Background: an optimization exercise with open tools, aiming at a short achievable clock period and few clock cycles. Do not read the settings as production practice. RTL that was checked went through simulation tests only; none was proved equivalent to the original. No functional check of the RTL was part of run 1. No activity file was given, so power comes from the tool's default toggle rates.

--- flow/constraint.sdc ---
create_clock -name core_clock -period 10.0 [get_ports {clk}]
set_input_delay 2.0000 -clock core_clock [delete_from_list [all_inputs] [get_ports {clk}]]
set_output_delay 2.0000 -clock core_clock [all_outputs]
set_load 0.01 [all_outputs]
--- flow/run.sh ---
#!/bin/bash
# synth_recipe.tcl (not shown) runs the flow's synth.tcl, then flattens the netlist and writes it again
# the make line also repeats each setting of config.mk as NAME=value (left out here)
make -C /OpenROAD-flow-scripts/flow DESIGN_CONFIG=/design/flow/config.mk WORK_HOME=/design/flow/orfs CLKGATE_MAP_FILE= SYNTH_SCRIPT=/design/flow/synth_recipe.tcl finish
--- flow/config.mk ---
export PLATFORM = sky130hd
export DESIGN_NAME = TopLevelPipe
export DESIGN_NICKNAME = TopLevelPipe
export VERILOG_FILES = /design/flow/design.v
export SDC_FILE = /design/flow/constraint.sdc
export NUM_CORES = 4
export LEC_CHECK = 0
export ABC_CLOCK_PERIOD_IN_PS = 2500
export CAP_MARGIN = 20
export CORE_MARGIN = 2
export CORE_UTILIZATION = 40
export SETUP_SLACK_MARGIN = 5
export SLEW_MARGIN = 20
--- flow/design.v ---
module TopLevelPipe(input clk, rst,
	output [31:0] imem_addr, input [31:0] imem_rdata,
	output [31:0] dmem_addr, output [31:0] dmem_wdata, output dmem_we, input [31:0] dmem_rdata);
	reg  [31:0] pcF;
	assign imem_addr = pcF;
	wire [31:0] ins = imem_rdata;
	wire [6:0] op  = ins[6:0];
	wire [2:0] f3  = ins[14:12];
	wire [4:0] rs1 = ins[19:15];
	wire [4:0] rs2 = ins[24:20];
	wire [4:0] rd  = ins[11:7];
	wire isR    = op == 7'b0110011;
	wire isI    = op == 7'b0010011;
	wire isLW   = op == 7'b0000011;
	wire isSW   = op == 7'b0100011;
	wire isB    = op == 7'b1100011;
	wire isJAL  = op == 7'b1101111;
	wire isJALR = op == 7'b1100111;
	wire isLUI  = op == 7'b0110111;
	wire [31:0] immI = {{20{ins[31]}}, ins[31:20]};
	wire [31:0] immS = {{20{ins[31]}}, ins[31:25], ins[11:7]};
	wire [31:0] immB = {{19{ins[31]}}, ins[31], ins[7], ins[30:25], ins[11:8], 1'b0};
	wire [31:0] immJ = {{11{ins[31]}}, ins[31], ins[19:12], ins[20], ins[30:21], 1'b0};
	wire [31:0] immU = {ins[31:12], 12'b0};
	wire usesRs1 = isR | isI | isLW | isSW | isB | isJALR;
	wire usesRs2 = isR | isSW | isB;
	wire regWr   = (isR | isI | isLW | isJAL | isJALR | isLUI) & (rd != 5'd0);
	localparam BHB = 6, JTB = 4;
	reg  [1:0]  bht [0:(1<<BHB)-1];      
	reg  [(1<<JTB)-1:0] jtv;
	reg  [29:0] jtt [0:(1<<JTB)-1];
	wire [BHB-1:0] bhiF = pcF[BHB+1:2];
	wire [JTB-1:0] jtiF = pcF[JTB+1:2];
	wire bdis  = bht[bhiF][1];
	wire predT = isJAL | (isB & (ins[31] ^ bdis));
	wire [31:0] pc4F = pcF + 32'd4;
	wire [31:0] tgtF = pcF + (isJAL ? immJ : immB);
	wire jhit = jtv[jtiF];
	wire [31:0] jpred = jhit ? {jtt[jtiF], 2'b00} : pc4F;
	reg         vE, rwE, ldE, swE, brE, jalrE, predTE, passSelE;
	reg         fwdA, fwdB, fwdS;
	reg  [2:0]  f3E;
	reg  [4:0]  rdE;
	reg  [7:0]  aluE;        
	reg  [31:0] aE, bE, sE, passE, altE, jpredE;
	reg  [BHB-1:0] bhiE;
	reg  [JTB-1:0] jtiE;
	reg         statE;
	reg         bupM, boutM, jupM;
	reg  [BHB-1:0] bhiM;
	reg  [JTB-1:0] jtiM;
	reg  [29:0] jtgtM;
	reg         rwM, mwM, ldM;
	reg  [4:0]  rdM;
	reg  [31:0] resM, sdM;
	reg  [31:0] rf [1:31];
	wire [31:0] wbM = ldM ? dmem_rdata : resM;
	wire [31:0] rf1 = (rs1 == 5'd0) ? 32'd0 : (rwM && rdM == rs1) ? wbM : rf[rs1];
	wire [31:0] rf2 = (rs2 == 5'd0) ? 32'd0 : (rwM && rdM == rs2) ? wbM : rf[rs2];
	wire stall = ldE & ((usesRs1 & rs1 == rdE) | (usesRs2 & rs2 == rdE));
	wire [31:0] a  = fwdA ? resM : aE;
	wire [31:0] b  = fwdB ? resM : bE;
	wire [31:0] sd = fwdS ? resM : sE;
	wire [31:0] sum  = a + b;
	wire [31:0] diff = a - b;
	wire        lt   = {~a[31], a[30:0]} < {~b[31], b[30:0]};
	wire        ltu  = a < b;
	wire        eq   = a == b;
	wire [31:0] res = ({32{aluE[0]}} & sum) | ({32{aluE[1]}} & diff) | ({32{aluE[2]}} & (a & b)) |
	                  ({32{aluE[3]}} & (a | b)) | ({32{aluE[4]}} & (a ^ b)) |
	                  {31'd0, (aluE[5] & lt) | (aluE[6] & ltu)} | ({32{aluE[7]}} & passE);
	wire cond  = (f3E == 3'b000) ? eq : (f3E == 3'b001) ? ~eq : (f3E == 3'b100) ? lt : (f3E == 3'b101) ? ~lt : 1'b0;
	wire [31:0] jx = a ^ bE ^ jpredE;
	wire [31:0] jg = (a & bE) | ((a ^ bE) & ~jpredE);
	wire jok = (jx == {jg[30:0], 1'b0});
	wire redirE = vE & ((brE & (cond ^ predTE)) | (jalrE & ~jok));
	wire [31:0] fixPC = jalrE ? sum : altE;
	wire [7:0] aluD;
	assign aluD[0] = ((isR | isI) & f3 == 3'b000 & ~(isR & ins[30])) | isLW | isSW;
	assign aluD[1] = isR & f3 == 3'b000 & ins[30];
	assign aluD[2] = (isR | isI) & f3 == 3'b111;
	assign aluD[3] = (isR | isI) & f3 == 3'b110;
	assign aluD[4] = (isR | isI) & f3 == 3'b100;
	assign aluD[5] = (isR | isI) & f3 == 3'b010;
	assign aluD[6] = (isR | isI) & f3 == 3'b011;
	assign aluD[7] = isJAL | isJALR | isLUI;
	wire go = ~rst & ~redirE & ~stall;    
	always @(posedge clk) begin
		if (rst)         pcF <= 32'd0;
		else if (redirE) pcF <= fixPC;
		else if (!stall) pcF <= predT ? tgtF : isJALR ? jpred : pc4F;
		vE    <= go;
		rwE   <= go & regWr;
		ldE   <= go & isLW & (rd != 5'd0);
		swE   <= go & isSW;
		brE   <= go & isB;
		jalrE <= go & isJALR;
		predTE <= predT;
		f3E   <= f3;
		rdE   <= rd;
		aluE  <= aluD;
		aE    <= rf1;
		bE    <= (isI | isLW | isJALR) ? immI : isSW ? immS : rf2;
		sE    <= rf2;
		passE <= isLUI ? immU : pc4F;
		altE  <= predT ? pc4F : tgtF;
		jpredE <= jpred;
		bhiE  <= bhiF;
		jtiE  <= jtiF;
		statE <= ins[31];
		fwdA  <= rwE & vE & ~ldE & (rdE == rs1);
		fwdB  <= rwE & vE & ~ldE & (rdE == rs2) & ~(isI | isLW | isJALR | isSW);
		fwdS  <= rwE & vE & ~ldE & (rdE == rs2);
		rwM  <= ~rst & vE & rwE;
		mwM  <= ~rst & vE & swE;
		ldM  <= ldE;
		rdM  <= rdE;
		resM <= res;
		sdM  <= sd;
		bupM  <= ~rst & vE & brE;
		boutM <= cond ^ statE;           
		bhiM  <= bhiE;
		jupM  <= ~rst & vE & jalrE;
		jtiM  <= jtiE;
		jtgtM <= sum[31:2];
		if (rst) begin : rs
			integer i;
			for (i = 0; i < (1<<BHB); i = i + 1) bht[i] <= 2'd0;
			jtv <= 0;
		end else begin
			if (bupM) bht[bhiM] <= boutM ? (bht[bhiM] == 2'd3 ? 2'd3 : bht[bhiM] + 2'd1)
			                             : (bht[bhiM] == 2'd0 ? 2'd0 : bht[bhiM] - 2'd1);
			if (jupM) begin jtv[jtiM] <= 1'b1; jtt[jtiM] <= jtgtM; end
		end
		if (rwM) rf[rdM] <= wbM;
	end
	assign dmem_addr  = resM;
	assign dmem_wdata = sdM;
	assign dmem_we    = mwM;
endmodule
==> results of run 1 <==
power by group:
group	switching (W)	total (W)	leakage, nW	internal, W
registers	0.000385	0.00985	18.4	0.00946
logic	0.00159	0.00251	13.9	0.000926
clock network	0.00334	0.00785	3.37	0.00451
cell usage after synthesis, drive strengths merged, types with 19 or more instances:
| cell | count |
|---|---|
| a31oi | 21 |
| xnor2 | 71 |
| o21bai | 23 |
| nand4 | 27 |
| o21a | 19 |
| a221oi | 20 |
| dfxtp | 390 |
| nor2b | 26 |
| and2 | 38 |
| o211ai | 26 |
| ha | 133 |
| mux2 | 132 |
| nand3 | 45 |
| buf | 125 |
| edfxtp | 1600 |
| a211oi | 142 |
| nand2b | 26 |
| o21ai | 189 |
| inv | 155 |
| a22oi | 25 |
| nand2 | 223 |
| xor2 | 73 |
| a21o | 35 |
| nor3 | 188 |
| a21oi | 249 |
| o221ai | 19 |
| clkbuf | 320 |
| fa | 34 |
| mux2i | 325 |
| nor4 | 21 |
| mux4 | 686 |
| o22ai | 69 |
| nor2 | 364 |
metal layers:
metal  share of wire (%)  global-route usage [%]  vias up
met5              0.0026                       0        -
met4                 4.7                    11.0        2
met3                 7.7                    3.79      585
met2                  49                    41.8     2785
met1                  39                    33.0    30200
li1                    -                       -    24200
through the flow:
| step | setup slack, ns | total power (W) | cell area (um^2) |
|---|---|---|---|
| 2_1_floorplan | 4.83 | 0.0114 | 93300 |
| 3_3_place_gp | 3.11 | 0.0124 | 98300 |
| 3_5_place_dp | 3.16 | 0.0125 | 98300 |
| 4_1_cts | 5.01 | 0.0203 | 106000 |
| 5_1_grt | 4.93 | 0.0208 | 106000 |
| 6_report | 5.01 | 0.0202 | 106000 |
critical path, stage by stage (launching register included):
cell      delay (ns)
dfxtp_4         0.39
buf_6           0.21
buf_4           0.26
mux2i_1         0.43
ha_1            0.47
inv_1           0.25
o31ai_1         0.40
a221oi_1        0.17
a211oi_1        0.52
o21ai_0         0.32
a21boi_1        0.50
mux2i_1         0.48
a21oi_1         0.19
a21oi_1         0.15
a211oi_1        0.08
kinds of logic (layout without fill, tap and decap cells):
family / after synthesis / after routing / synth area share (%)
mux: 1143 / 1143 / 21.7
xor+xnor: 144 / 144 / 1.36
flops: 1990 / 1990 / 60.0
buf+inv: 603 / 856 / 2.50
compound gates: 956 / 956 / 6.68
fa+ha+maj: 169 / 169 / 2.54
other cells: 0 / 7 / 0
simple gates: 1041 / 1042 / 5.21
flip-flops by register name, summed over array words and instances, names as in the netlist, 16 cells and up, named ones only:
register and flops:
resM 32, sdM 32, pcF 32, rf 992, aE 32, jtv 16, sE 32, bht 128
jtt 480, bE 32, jtgtM 30, altE 32, passE 32, jpredE 32
repair_timing:
action                                  in CTS  in global routing
gates cloned                                 1                  1
setup buffers                               15                 10
hold buffers                                 0                  0
resized for setup                           69                 65
hold endpoints to repair                     0                  0
endpoints found under the setup margin     108                 61
pin swaps                                   15                 12
worst paths after layout:
kind / startpoint / endpoint / cells after the start
setup / recovery: fwdA$_DFF_P_ / pcF[25]$_SDFFE_PP0N_ / 14
hold / removal: bhiE[3]$_DFF_P_ / bhiM[3]$_DFF_P_ / 0
setup reg to reg: fwdA$_DFF_P_ / pcF[25]$_SDFFE_PP0N_ / 14
hold reg to reg: bhiE[3]$_DFF_P_ / bhiM[3]$_DFF_P_ / 0
layout make-up:
class	count	share of cell area [%]
flip-flops and latches	1990	52.7
multi-input cells	3454	33.9
clock buffers	266	5.24
well taps	3043	3.59
repair buffers	314	2.75
clock inverters	118	1.27
inverters	158	0.565
diodes	7	0.0165
==> reports/qor.txt, run 1 <==
Status: timing/DRC/antenna clean
Max-Slew Margin vs Limit: 21.3%
Number of I/O port buffers: 162
Critical path launch point type: register
Number of hold violations in the final report: 0
Commonest non-fill, non-tap cells in the layout: edfxtp_1 (1,600), mux4_2 (686), dfxtp_1 (378)
Initial DRC count: 6,677
Most common library cell in the layout ignoring fill and taps: edfxtp_1
Effective utilization at floorplan: 40.1%
Initial antenna violation count: 14
Area share of the largest cell type after synthesis: 51.6%
Finish-stage setup viols: 0
Detailed placement HPWL: 189,000 um
Share of final-layout standard cells stronger than drive strength 1: 23.8%
Avg Inst Size Synth: 15.4 um^2
Hold crit path type: register to register
Number of buffers created by CTS: 205
Clock tree from TritonCTS: yes
Setup_tns: 0 ns
Area of the placeable core: 232,000 um^2
Master cell of the clock root buffer: clkbuf_16
Via-per-instance ratio: 6.18
Global router's overall resource usage: 25.2%
Number of enable flip-flop cells after synthesis: 1,600
Clock H-tree levels: 4
Vias in the first global route: 58,300
Final cell count without fillers: 9,350
Maximum VDD drop: 0.209 mV
Die extent in x: 486 um
Antenna violation net count after detailed routing: 0
Routed wire per std cell: 32.4 um
Leakage power: 35.7 nW
Maximum fanout encountered on the critical timing path: 9
Wire length of the first global-routing pass: 429,000 um
Syn_nets: 6,279
Number of standard-cell rows in the floorplan: 177
Number of register bits inferred by synthesis: 1,990
Clk_skew: 0.0479 ns
Routability-driven placement congestion ratio: 0.948
Placed cells: 8,932
Post-synth cell types: 87
Pin count of the biggest net entering global routing: 133
Final net count: 6,356
Worst endpoint required time: 10.72 ns
Cell type contributing the most total cell area after synthesis: edfxtp_1
Number of remaining DRC errors: 0
Ranking of synthesized cells by area: edfxtp_1 (52%), mux4_2 (17%), dfxtp_1 (8.4%)
Clock latency at the later pin of the worst-skew pair: 0.89 ns
Number of vias in the routed layout: 57,800
Number of filler cells placed in the layout: 19,900
Highest attainable clock frequency: 200 MHz
Commonest register cell after synthesis: edfxtp_1
Area of combinational cells with multiple inputs: 35,900 um^2
Final WL: 303,000 um
Number of search-and-repair iterations in the first detailed-routing pass: 8
Sequential-to-total area share from yosys stat: 60.0%
Die span in y: 486 um
Final design utilization: 45.7%
Worst slack on hold paths: 0.327 ns
Pin slew with the least headroom to its limit: 1.17 ns
Fraction of the cycle the final worst path needs: 49.9%
Number of instances in the synthesized netlist: 6,046
Minimum clock period after layout: 4.99 ns
IO Count: 163
Number of warnings issued by yosys: 1
Clock transition at the registers of the reported paths: 0.06 ns
Power per unit of standard cell area: 191 nW/um^2
Unrepaired setup endpoints after global routing: yes
Number of maximum-capacitance constraint violations: 0
TritonCTS Sinks: 1,990
Seq. cell area: 55,900 um^2
Cell area after synthesis: 93,100 um^2
Post-synthesis async set-or-reset flop share: 0%
Slack of the worst reg-to-reg path: 5.01 ns
Data arrival time of the critical path: 5.72 ns
Area Growth Syn to Fin: 14.0%
Maximum clock insertion buffer count: 3
Worst Setup End Kind: register
Die footprint: 237,000 um^2
Critical Setup Path Class: register to register
Global route overflow: 0
Pins Over Slew Limit: 0
==> run 2, diff against run 1 <==
--- a/flow/design.v
+++ b/flow/design.v
@@ -26,16 +26,7 @@
 	wire usesRs2 = isR | isSW | isB;
 	wire regWr   = (isR | isI | isLW | isJAL | isJALR | isLUI) & (rd != 5'd0);
-	localparam BHB = 6, JTB = 4;
-	reg  [1:0]  bht [0:(1<<BHB)-1];      
-	reg  [(1<<JTB)-1:0] jtv;
-	reg  [29:0] jtt [0:(1<<JTB)-1];
-	wire [BHB-1:0] bhiF = pcF[BHB+1:2];
-	wire [JTB-1:0] jtiF = pcF[JTB+1:2];
-	wire bdis  = bht[bhiF][1];
-	wire predT = isJAL | (isB & (ins[31] ^ bdis));
+	wire predT = isJAL | (isB & ins[31]);
 	wire [31:0] pc4F = pcF + 32'd4;
 	wire [31:0] tgtF = pcF + (isJAL ? immJ : immB);
-	wire jhit = jtv[jtiF];
-	wire [31:0] jpred = jhit ? {jtt[jtiF], 2'b00} : pc4F;
 	reg         vE, rwE, ldE, swE, brE, jalrE, predTE, passSelE;
 	reg         fwdA, fwdB, fwdS;
@@ -43,12 +34,5 @@
 	reg  [4:0]  rdE;
 	reg  [7:0]  aluE;        
-	reg  [31:0] aE, bE, sE, passE, altE, jpredE;
-	reg  [BHB-1:0] bhiE;
-	reg  [JTB-1:0] jtiE;
-	reg         statE;
-	reg         bupM, boutM, jupM;
-	reg  [BHB-1:0] bhiM;
-	reg  [JTB-1:0] jtiM;
-	reg  [29:0] jtgtM;
+	reg  [31:0] aE, bE, sE, passE, altE;
 	reg         rwM, mwM, ldM;
 	reg  [4:0]  rdM;
@@ -71,8 +55,5 @@
 	                  {31'd0, (aluE[5] & lt) | (aluE[6] & ltu)} | ({32{aluE[7]}} & passE);
 	wire cond  = (f3E == 3'b000) ? eq : (f3E == 3'b001) ? ~eq : (f3E == 3'b100) ? lt : (f3E == 3'b101) ? ~lt : 1'b0;
-	wire [31:0] jx = a ^ bE ^ jpredE;
-	wire [31:0] jg = (a & bE) | ((a ^ bE) & ~jpredE);
-	wire jok = (jx == {jg[30:0], 1'b0});
-	wire redirE = vE & ((brE & (cond ^ predTE)) | (jalrE & ~jok));
+	wire redirE = vE & ((brE & (cond ^ predTE)) | jalrE);
 	wire [31:0] fixPC = jalrE ? sum : altE;
 	wire [7:0] aluD;
@@ -89,5 +70,5 @@
 		if (rst)         pcF <= 32'd0;
 		else if (redirE) pcF <= fixPC;
-		else if (!stall) pcF <= predT ? tgtF : isJALR ? jpred : pc4F;
+		else if (!stall) pcF <= predT ? tgtF : pc4F;
 		vE    <= go;
 		rwE   <= go & regWr;
@@ -105,8 +86,4 @@
 		passE <= isLUI ? immU : pc4F;
 		altE  <= predT ? pc4F : tgtF;
-		jpredE <= jpred;
-		bhiE  <= bhiF;
-		jtiE  <= jtiF;
-		statE <= ins[31];
 		fwdA  <= rwE & vE & ~ldE & (rdE == rs1);
 		fwdB  <= rwE & vE & ~ldE & (rdE == rs2) & ~(isI | isLW | isJALR | isSW);
@@ -118,19 +95,4 @@
 		resM <= res;
 		sdM  <= sd;
-		bupM  <= ~rst & vE & brE;
-		boutM <= cond ^ statE;           
-		bhiM  <= bhiE;
-		jupM  <= ~rst & vE & jalrE;
-		jtiM  <= jtiE;
-		jtgtM <= sum[31:2];
-		if (rst) begin : rs
-			integer i;
-			for (i = 0; i < (1<<BHB); i = i + 1) bht[i] <= 2'd0;
-			jtv <= 0;
-		end else begin
-			if (bupM) bht[bhiM] <= boutM ? (bht[bhiM] == 2'd3 ? 2'd3 : bht[bhiM] + 2'd1)
-			                             : (bht[bhiM] == 2'd0 ? 2'd0 : bht[bhiM] - 2'd1);
-			if (jupM) begin jtv[jtiM] <= 1'b1; jtt[jtiM] <= jtgtM; end
-		end
 		if (rwM) rf[rdM] <= wbM;
 	end
--- a/flow/config.mk
+++ b/flow/config.mk
@@ -6,8 +6,6 @@
 export NUM_CORES = 4
 export LEC_CHECK = 0
-export ABC_CLOCK_PERIOD_IN_PS = 2500
 export CAP_MARGIN = 20
 export CORE_MARGIN = 2
 export CORE_UTILIZATION = 40
-export SETUP_SLACK_MARGIN = 5
 export SLEW_MARGIN = 20
==> reports/qor.txt, run 2 <==
Unrepaired setup endpoints after global routing: no (was yes)
Number of instances in the synthesized netlist: 4,425 (was 6,046)
Number of hold buffers added after cts: 0 (unchanged)
Pins Over Slew Limit: 0 (unchanged)
Area Growth Syn to Fin: 13.8% (was 14.0%)
Fraction of power consumed by the clock network: 39.8% (was 38.8%)
Detailed placement HPWL: 133,000 um (was 189,000 um)
Net Sw Frac: 26.7% (was 26.3%)
Number of enable flip-flop cells after synthesis: 992 (was 1,600)
Start point of the critical path: imem_rdata[2] (was fwdA$_DFF_P_)
Post-synthesis async set-or-reset flop share: 0% (unchanged)
Area of the placeable core: 158,000 um^2 (was 232,000 um^2)
TritonCTS Sinks: 1,282 (was 1,990)
Power dissipated by switching net loads: 0.00355 W (was 0.00531 W)
Slack of the worst reg-to-reg path: 4.05 ns (was 5.01 ns)
Initial DRC count: 5,403 (was 6,677)
Share of total power in combinational logic: 14.3% (was 12.4%)
Effective utilization at floorplan: 40.3% (was 40.1%)
Die span in y: 403 um (was 486 um)
Global route overflow: 0 (unchanged)
Timing endpoint of the critical path: pcF[30]$_SDFFE_PP0P_ (was pcF[25]$_SDFFE_PP0N_)
Syn_nets: 4,622 (was 6,279)
Top cell types by occurrence after synthesis: edfxtp_1 (992), mux4_2 (494), nor2_1 (363) (was edfxtp_1 (1,600), mux4_2 (686), dfxtp_1 (390))
Vias in the first global route: 41,500 (was 58,300)
Initial antenna violation count: 5 (was 14)
Minimum clock period after layout: 6.36 ns (was 4.99 ns)
Depth of the most critical reg-to-reg path: 14 (unchanged)
Clock H-tree levels: 4 (unchanged)
Fraction of the cycle the final worst path needs: 63.6% (was 49.9%)
Number of search-and-repair iterations in the first detailed-routing pass: 6 (was 8)
Highest attainable clock frequency: 157 MHz (was 200 MHz)
Number of hold violations in the final report: 0 (unchanged)
Cell type contributing the most total cell area after synthesis: edfxtp_1 (unchanged)
Number of warnings issued by yosys: 1 (unchanged)
Max FFs per register: 992 (unchanged)
Setup_tns: 0 ns (unchanged)
Routability-driven placement congestion ratio: 0.920 (was 0.948)
Critical path launch point type: input pin (was register)
Finish-stage setup viols: 0 (unchanged)
Master cell of the clock root buffer: clkbuf_16 (unchanged)
Clock latency at the later pin of the worst-skew pair: 0.80 ns (was 0.89 ns)
Number of standard-cell rows in the floorplan: 146 (was 177)
Top register by number of flip-flops: rf (unchanged)
Number of maximum-capacitance constraint violations: 0 (unchanged)
Portion of total power attributed to sequential cells: 45.9% (was 48.7%)
Clock tree from TritonCTS: yes (unchanged)
Sequential-to-total area share from yosys stat: 55.9% (was 60.0%)
Cell area after synthesis: 63,700 um^2 (was 93,100 um^2)
Die footprint: 162,000 um^2 (was 237,000 um^2)
Post-synth cell types: 75 (was 87)
Final net count: 4,689 (was 6,356)
Number of resized instances in the post-cts repair step: 0 (was 69)
Clock transition at the registers of the reported paths: 0.06 ns (about the same)
Wire length of the first global-routing pass: 306,000 um (was 429,000 um)
Data arrival time of the critical path: 6.97 ns (was 5.72 ns)
Hold wc startpoint: ldE$_DFF_P_ (was bhiE[3]$_DFF_P_)
Reg-to-reg startpoint: fwdB$_DFF_P_ (was fwdA$_DFF_P_)
Pin count of the biggest net entering global routing: 121 (was 133)
IO Count: 163 (unchanged)
Power per unit of standard cell area: 184 nW/um^2 (was 191 nW/um^2)
Avg Inst Size Synth: 14.4 um^2 (was 15.4 um^2)
Max-Slew Margin vs Limit: 24.4% (was 21.3%)
Area share of the largest cell type after synthesis: 46.8% (was 51.6%)
Final design utilization: 45.8% (was 45.7%)
Share of final-layout standard cells stronger than drive strength 1: 20.9% (was 23.8%)
Post-CTS Setup Repair Bufs: 0 (was 15)
Final WL: 216,000 um (was 303,000 um)
Hold crit path type: register to register (unchanged)
Dominant cell by count in the synthesized netlist: edfxtp_1 (unchanged)
Number of remaining DRC errors: 0 (unchanged)
Global router's overall resource usage: 26.3% (was 25.2%)
Clk_skew: 0.0347 ns (was 0.0479 ns)
Die extent in x: 403 um (was 486 um)
Reg-to-reg critical path endpoint: pcF[13]$_SDFFE_PP0P_ (was pcF[25]$_SDFFE_PP0N_)
Worst endpoint required time: 10.61 ns (was 10.72 ns)
Antenna violation net count after detailed routing: 0 (unchanged)
Maximum clock insertion buffer count: 3 (unchanged)
Number of vias in the routed layout: 42,300 (was 57,800)
Maximum VDD drop: 0.188 mV (was 0.209 mV)
Number of buffers created by CTS: 136 (was 205)
Leakage power: 25.1 nW (was 35.7 nW)
Number of I/O port buffers: 162 (unchanged)
Status: timing/DRC/antenna clean (unchanged)
Routed wire per std cell: 32.3 um (was 32.4 um)
Worst Setup End Kind: register (unchanged)
Internal power of the cells: 0.00974 W (was 0.0149 W)
Pin slew with the least headroom to its limit: 1.13 ns (was 1.17 ns)
Commonest non-fill, non-tap cells in the layout: edfxtp_1 (992), mux4_2 (494), nor2_1 (329) (was edfxtp_1 (1,600), mux4_2 (686), dfxtp_1 (378))
Ranking of synthesized cells by area: edfxtp_1 (47%), mux4_2 (17%), dfxtp_1 (9.1%) (was edfxtp_1 (52%), mux4_2 (17%), dfxtp_1 (8.4%))
Most common library cell in the layout ignoring fill and taps: edfxtp_1 (unchanged)
Via-per-instance ratio: 6.34 (was 6.18)
Maximum fanout encountered on the critical timing path: 15 (was 9)
Critical Setup Path Class: input pin to register (was register to register)
Commonest register cell after synthesis: edfxtp_1 (unchanged)
Number of register bits inferred by synthesis: 1,282 (was 1,990)
-- run 2: cell count changes in the layout (fill, tap and decap cells not counted), sizes merged, moves of 31 or more --
cell / delta
edfxtp: -608
mux4: -192
nor3: -115
dfxtp: -100
clkbuf: -82
nand2: -73
o21ai: -73
mux2: -58
buf: -56
clkinv: -45
mux2i: -44
inv: -43
fa: -31
-- run 2: routing by layer --
metal | vias to the layer above | part of all wire (%) | GRT usage, %
li1 | 17700 | - | -
met1 | 21900 | 39 | 35.5
met2 | 2315 | 46 | 40.6
met3 | 424 | 10 | 5.63
met4 | 0 | 5.1 | 12.6
met5 | - | 0 | 0
-- run 2: metrics by stage --
stage / cell area [um^2] / instances / total power, W / worst slack [ns] / hold slack, ns
after floorplan: 63700 / 4425 / 0.00730 / 3.87 / 0.359
after CTS: 72400 / 6673 / 0.0133 / 3.75 / 0.377
after detailed placement: 67800 / 6425 / 0.00807 / 2.95 / 0.375
after global routing: 72400 / 6674 / 0.0137 / 3.27 / 0.394
final: 72500 / 6678 / 0.0133 / 3.64 / 0.379
after global placement: 67800 / 6425 / 0.00806 / 2.95 / 0.381
-- run 2: how the worst min path moves through the flow --
stage	endpoint	slack, ns	cells past startpoint
after floorplan	ldM$_DFF_P_	0.36	0
after global placement	ldM$_DFF_P_	0.38	0
after detailed placement	ldM$_DFF_P_	0.38	0
after CTS	ldM$_DFF_P_	0.38	0
after global routing	ldM$_DFF_P_	0.39	0
final	ldM$_DFF_P_	0.38	0
-- run 2: critical path, cell delays in order --
cell and delay (ns):
clkdlybuf4s50_1 0.66, nand4b_1 0.23, nor2_1 0.22, and2_1 0.61, nor2_1 0.31, a21o_1 0.24, ha_1 0.37, o21ai_0 0.22
o21ai_0 0.13, a221oi_1 0.23, o21ai_0 0.29, a31oi_1 0.34, o21a_1 0.27, o21ai_0 0.13, xor2_1 0.17, a2111oi_0 0.44
a211oi_1 0.09
-- run 2: power by group through the flow --
stage / clock network [W] / registers [W] / logic (W)
2_1_floorplan: 0 / 0.00615 / 0.00115
3_3_place_gp: 0 / 0.00621 / 0.00186
3_5_place_dp: 0 / 0.00621 / 0.00187
4_1_cts: 0.00535 / 0.00609 / 0.00188
5_1_grt: 0.00555 / 0.00610 / 0.00202
6_report: 0.00529 / 0.00610 / 0.00190
-- run 2: cell families after synthesis --
| family | count (synthesis) | synth area share, % |
|---|---|---|
| AOI/OAI and AO/OA | 850 | 8.78 |
| adders and majority gates | 131 | 2.61 |
| xor gates and xnor gates | 107 | 1.47 |
| DFF | 1282 | 55.9 |
| buffers and inverters | 442 | 2.64 |
| and+or+nand+nor | 764 | 5.40 |
| muxes | 849 | 23.2 |
-- run 2: area by class of cell --
| cell class | count | area [um^2] |
|---|---|---|
| fillers | 13800 | 85700 |
| flip-flops and latches | 1282 | 35600 |
| inverters | 113 | 424 |
| clock buffers | 186 | 3860 |
| multi-input cells | 2701 | 26700 |
| well taps | 2072 | 2590 |
| diodes | 4 | 10.0 |
| clock inverters | 62 | 810 |
| repair buffers | 258 | 2430 |
Testbench counts of run 2, summed over its fixed seeds: cycles 31,335.

-- port drivers added, routing unchanged --
Ports are ideal in the flow. The routed layouts listed here were re-timed in OpenROAD. Step 1 (the two cells are an assumption about what drives the block):
set clk [get_ports {clk}]
set_driving_cell -lib_cell sky130_fd_sc_hd__clkbuf_16 $clk
set_driving_cell -lib_cell sky130_fd_sc_hd__buf_2 [delete_from_list [all_inputs] $clk]
Step 2 also shifts input and output timing later by t, the mid clock arrival at the registers, as if the neighbouring blocks saw the same clock. a / b / c = ideal ports / drivers / drivers and shift; a / b = the first two.
run | t (ns) | slack for setup (ns) | worst register clock-pin slew, ns | pins driven straight from the clock port
run 1 | 0.950 | 5.005 / 5.005 / 4.127 | 0.07 / 0.07 | 1
run 2 | 0.860 | 3.644 / 3.689 / 2.829 | 0.07 / 0.07 | 1
After both steps every run listed still meets setup and hold. The setup slack of run 1, which loses most, moves by 0.000 ns with the drivers and by -0.878 ns with both steps.
